This design comes from an exercise in tuning for small area and a short achievable clock period on the open sky130 flow, not from production work. Where RTL was checked, it was by simulation tests only, not by an equivalence proof against the original. Power is estimated from default activity; no workload was simulated.

## top_level
module top_level (
    input wire clk,
    input wire rst_n,
    input  wire [15:0] axi_awaddr,
    input  wire        axi_awvalid,
    output wire        axi_awready,
    input  wire [2:0]  axi_awprot,
    input  wire [31:0] axi_wdata,
    input  wire [3:0]  axi_wstrb,
    input  wire        axi_wvalid,
    output wire        axi_wready,
    output wire [1:0]  axi_bresp,
    output wire        axi_bvalid,
    input  wire        axi_bready,
    input  wire [15:0] axi_araddr,
    input  wire        axi_arvalid,
    output wire        axi_arready,
    input  wire [2:0]  axi_arprot,
    output wire [31:0] axi_rdata,
    output wire [1:0]  axi_rresp,
    output wire        axi_rvalid,
    input  wire        axi_rready,
    output wire [31:0] mem_addr,
    output wire [15:0] mem_wdata,
    input  wire [15:0] mem_rdata,
    output wire        mem_we,
    output wire        mem_oe,
    output wire        mem_ce,
    input  wire        mem_ready,
    output wire [7:0]  led_status,
    output wire        led_error,
    output wire        irq_out
);
==> flow/config.mk <==
export PLATFORM = sky130hd
export DESIGN_NAME = top_level
export DESIGN_NICKNAME = top_level
export VERILOG_FILES = /design/flow/design.v
export SDC_FILE = /design/flow/constraint.sdc
export NUM_CORES = 4
export LEC_CHECK = 0
export CAP_MARGIN = 10
export CORE_MARGIN = 2
export CORE_UTILIZATION = 45
export GPL_ROUTABILITY_DRIVEN = 1
export PLACE_DENSITY = 0.6
export SLEW_MARGIN = 10
export BUFFER_PORTS_ARGS = -buffer_cell sky130_fd_sc_hd__buf_1
export CTS_ARGS = -sink_clustering_enable -repair_clock_nets -dont_use_dummy_load -buf_list sky130_fd_sc_hd__clkbuf_16 -sink_clustering_size 30 -sink_clustering_max_diameter 100
==> flow/constraint.sdc <==
create_clock -name core_clock -period 300.0 [get_ports {clk}]
set_input_delay 60.0000 -clock core_clock [delete_from_list [all_inputs] [get_ports {clk}]]
set_output_delay 60.0000 -clock core_clock [all_outputs]
set_load 0.01 [all_outputs]
standard.sh (not shown) runs the stock make flow with config.mk's settings and CLKGATE_MAP_FILE= SYNTH_SCRIPT=/design/flow/synth_recipe.tcl, a recipe that flattens the netlist after the stock synthesis.
==> flow/flow/run.sh <==
#!/bin/bash
# Own layout flow: the standard ORFS flow (standard.sh), with buf_1 as
# the port buffer cell and CTS without dummy loads.
set -euo pipefail
cd "$(dirname "$0")/.."
{
  echo 'export BUFFER_PORTS_ARGS = -buffer_cell sky130_fd_sc_hd__buf_1'
  echo 'export CTS_ARGS = -sink_clustering_enable -repair_clock_nets -dont_use_dummy_load -buf_list sky130_fd_sc_hd__clkbuf_16 -sink_clustering_size 30 -sink_clustering_max_diameter 100'
} >> config.mk
bash standard.sh > standard_flow.log 2>&1
Change:
--- a/flow/design.v
+++ b/flow/design.v
@@ -1,36 +1,28 @@
 module RankerCore (
     input  wire        clk,
     input  wire        rst,
     input  wire        valid,
     input  wire        pos_hi_zero,
     input  wire [9:0]  pos_lo,
     input  wire [31:0] base_score,
-    input  wire        base_valid,
-    output wire [31:0] result,
+    output reg  [31:0] result,
     output reg  [15:0] rank,
     output reg         seen
 );
     wire [9:0] bias_lut;
     bias_table lut (.p(pos_lo), .bias_lut(bias_lut));
     wire [9:0] bias = {10{pos_hi_zero}} & bias_lut;
-    wire [10:0] lo_sum = {1'b0, {10{base_valid}} & base_score[9:0]} + {1'b0, bias};
-    wire [21:0] hi_sum = base_score[31:10] + {21'd0, lo_sum[10]};
-    reg  [31:0] res_q;
-    reg         hi_valid;
     always @(posedge clk) begin
-        if (valid) begin
-            res_q    <= {hi_sum, lo_sum[9:0]};
-            hi_valid <= base_valid;
-        end
+        if (valid)
+            result <= base_score + {22'd0, bias};
     end
-    assign result = {{22{hi_valid}} & res_q[31:10], res_q[9:0]};
     always @(posedge clk or posedge rst) begin
         if (rst) begin
             rank <= 16'd0;
             seen <= 1'b0;
         end else begin
             rank <= rank + {15'd0, valid & seen};
             seen <= seen | valid;
         end
     end
 endmodule
@@ -748,89 +740,88 @@
     reg       wa_hit, ra_hit;
     reg [3:0] wa_idx, ra_idx;
     always @(posedge clk) begin
         wa_hit <= (axi_awaddr[15:6] == 10'd0) & (axi_awaddr[1:0] == 2'b00);
         wa_idx <= axi_awaddr[5:2];
         ra_hit <= (axi_araddr[15:6] == 10'd0) & (axi_araddr[1:0] == 2'b00);
         ra_idx <= axi_araddr[5:2];
     end
     wire [15:0] wsel = {16{wr_dat & wa_hit}} & (16'd1 << wa_idx);
     wire [15:0] rsel = {16{ra_hit}} & (16'd1 << ra_idx);
-    reg [31:0] score_q, ctrl_q, cfg_q, keyl_q, keyh_q, root_q, hashl_q, hashh_q, segl_q, segh_q, posl_q, posh_q;
-    reg        score_v, ctrl_v, cfg_v, keyl_v, keyh_v, root_v, hashl_v, hashh_v, segl_v, segh_v, posl_v, posh_v;
+    reg [31:0] ctrl_q, cfg_q, keyl_q, keyh_q, root_q, hashl_q, hashh_q, segl_q, segh_q, posl_q, posh_q;
+    reg        ctrl_v, cfg_v, keyl_v, keyh_v, root_v, hashl_v, hashh_v, segl_v, segh_v, posl_v, posh_v;
+    reg [31:0] score_q;
     always @(posedge clk) begin
         if (wsel[0])  ctrl_q  <= axi_wdata;
         if (wsel[2])  cfg_q   <= axi_wdata;
         if (wsel[4])  keyl_q  <= axi_wdata;
         if (wsel[5])  keyh_q  <= axi_wdata;
         if (wsel[6])  root_q  <= axi_wdata;
         if (wsel[8])  hashl_q <= axi_wdata;
         if (wsel[9])  hashh_q <= axi_wdata;
         if (wsel[10]) segl_q  <= axi_wdata;
         if (wsel[11]) segh_q  <= axi_wdata;
         if (wsel[12]) posl_q  <= axi_wdata;
         if (wsel[13]) posh_q  <= axi_wdata;
-        if (wsel[14]) score_q <= axi_wdata;
     end
     always @(posedge clk or posedge reset) begin
         if (reset) begin
             ctrl_v <= 1'b0; cfg_v <= 1'b0; keyl_v <= 1'b0; keyh_v <= 1'b0;
             root_v <= 1'b0; hashl_v <= 1'b0; hashh_v <= 1'b0; segl_v <= 1'b0;
             segh_v <= 1'b0; posl_v <= 1'b0; posh_v <= 1'b0;
-            score_v <= 1'b0;
+            score_q <= 32'd0;
         end else begin
             if (wsel[0])  ctrl_v  <= 1'b1;
             if (wsel[2])  cfg_v   <= 1'b1;
             if (wsel[4])  keyl_v  <= 1'b1;
             if (wsel[5])  keyh_v  <= 1'b1;
             if (wsel[6])  root_v  <= 1'b1;
             if (wsel[8])  hashl_v <= 1'b1;
             if (wsel[9])  hashh_v <= 1'b1;
             if (wsel[10]) segl_v  <= 1'b1;
             if (wsel[11]) segh_v  <= 1'b1;
             if (wsel[12]) posl_v  <= 1'b1;
             if (wsel[13]) posh_v  <= 1'b1;
-            if (wsel[14]) score_v <= 1'b1;
+            if (wsel[14]) score_q <= axi_wdata;
         end
     end
     wire ranker_valid = ctrl_v & ctrl_q[1];
     wire [31:0] rnk_res;
     wire [15:0] rnk_rank;
     wire        rnk_seen;
     wire        pos_hi_zero = (!posh_v | (posh_q == 32'd0)) & (!posl_v | (posl_q[31:10] == 22'd0));
     wire [9:0]  pos_lo = {10{posl_v}} & posl_q[9:0];
     RankerCore ranker (
         .clk(clk),
         .rst(reset),
         .valid(ranker_valid),
         .pos_hi_zero(pos_hi_zero),
         .pos_lo(pos_lo),
         .base_score(score_q),
-        .base_valid(score_v),
         .result(rnk_res),
         .rank(rnk_rank),
         .seen(rnk_seen)
     );
     wire [31:0] rmux =
           ({32{rsel[0]  & ctrl_v}}  & ctrl_q)
         | ({32{rsel[1]}}            & {rnk_rank, 14'd0, rnk_seen, 1'b0})
         | ({32{rsel[2]  & cfg_v}}   & cfg_q)
         | ({32{rsel[4]  & keyl_v}}  & keyl_q)
         | ({32{rsel[5]  & keyh_v}}  & keyh_q)
         | ({32{rsel[6]  & root_v}}  & root_q)
         | ({32{rsel[8]  & hashl_v}} & hashl_q)
         | ({32{rsel[9]  & hashh_v}} & hashh_q)
         | ({32{rsel[10] & segl_v}}  & segl_q)
         | ({32{rsel[11] & segh_v}}  & segh_q)
         | ({32{rsel[12] & posl_v}}  & posl_q)
         | ({32{rsel[13] & posh_v}}  & posh_q)
-        | ({32{rsel[14] & score_v}} & score_q)
+        | ({32{rsel[14]}}           & score_q)
         | ({32{rsel[15] & rnk_seen}} & rnk_res)
         | ({32{!ra_hit}}            & 32'hDEADBEEF);
     reg [31:0] rd_data_q;
     always @(posedge clk or posedge reset) begin
         if (reset)
             rd_data_q <= 32'd0;
         else
             rd_data_q <= ({32{rd_dat}} & rmux) | ({32{!rd_dat}} & rd_data_q);
     end
     assign axi_rdata = rd_data_q;
Design area rose slightly.
Non-clock buffer count went up by 3.
Setup slack does not change.
Wire length increases by a few percent.
Global-route usage rises by 0.76 points.
Hold slack gets better by 12 ps.
First-iteration DRC count goes down slightly.
Register-to-register slack improved by 700 ps.
Sequential cell count drops by 2.
Sequential power came out lower slightly.
Power falls slightly.
Function not checked in the second run of this note: the RTL went through the layout flow alone.

-- re-timing with driven ports --
The flow's constraints put no driver on any port. The routed layouts listed below were extracted and timed again, unchanged, in two steps.
Step 1 sets driving cells, clkbuf_16 on the clock port and buf_2 on the other inputs (assumed; they add their load-dependent delay and slew).
Step 2 times the ports against the registers' clock, not the clock port: input delays grow and output delays shrink by t, the midpoint of the rising clock arrivals with the driver on.
Slacks: no drivers / after step 1 / after step 2; pairs: no drivers / after step 1.
run | shift t [ns] | setup WS [ns] | worst slew at a driven data input, ns
the first run | 0.584 | 180.000 / 179.959 / 179.959 | 0.08
the second run | 0.595 | 180.000 / 179.957 / 179.957 | 0.09
After both steps every run listed still meets setup and hold. The setup slack of the second run, which loses most, moves by -0.043 ns with the drivers and by -0.043 ns with both steps.
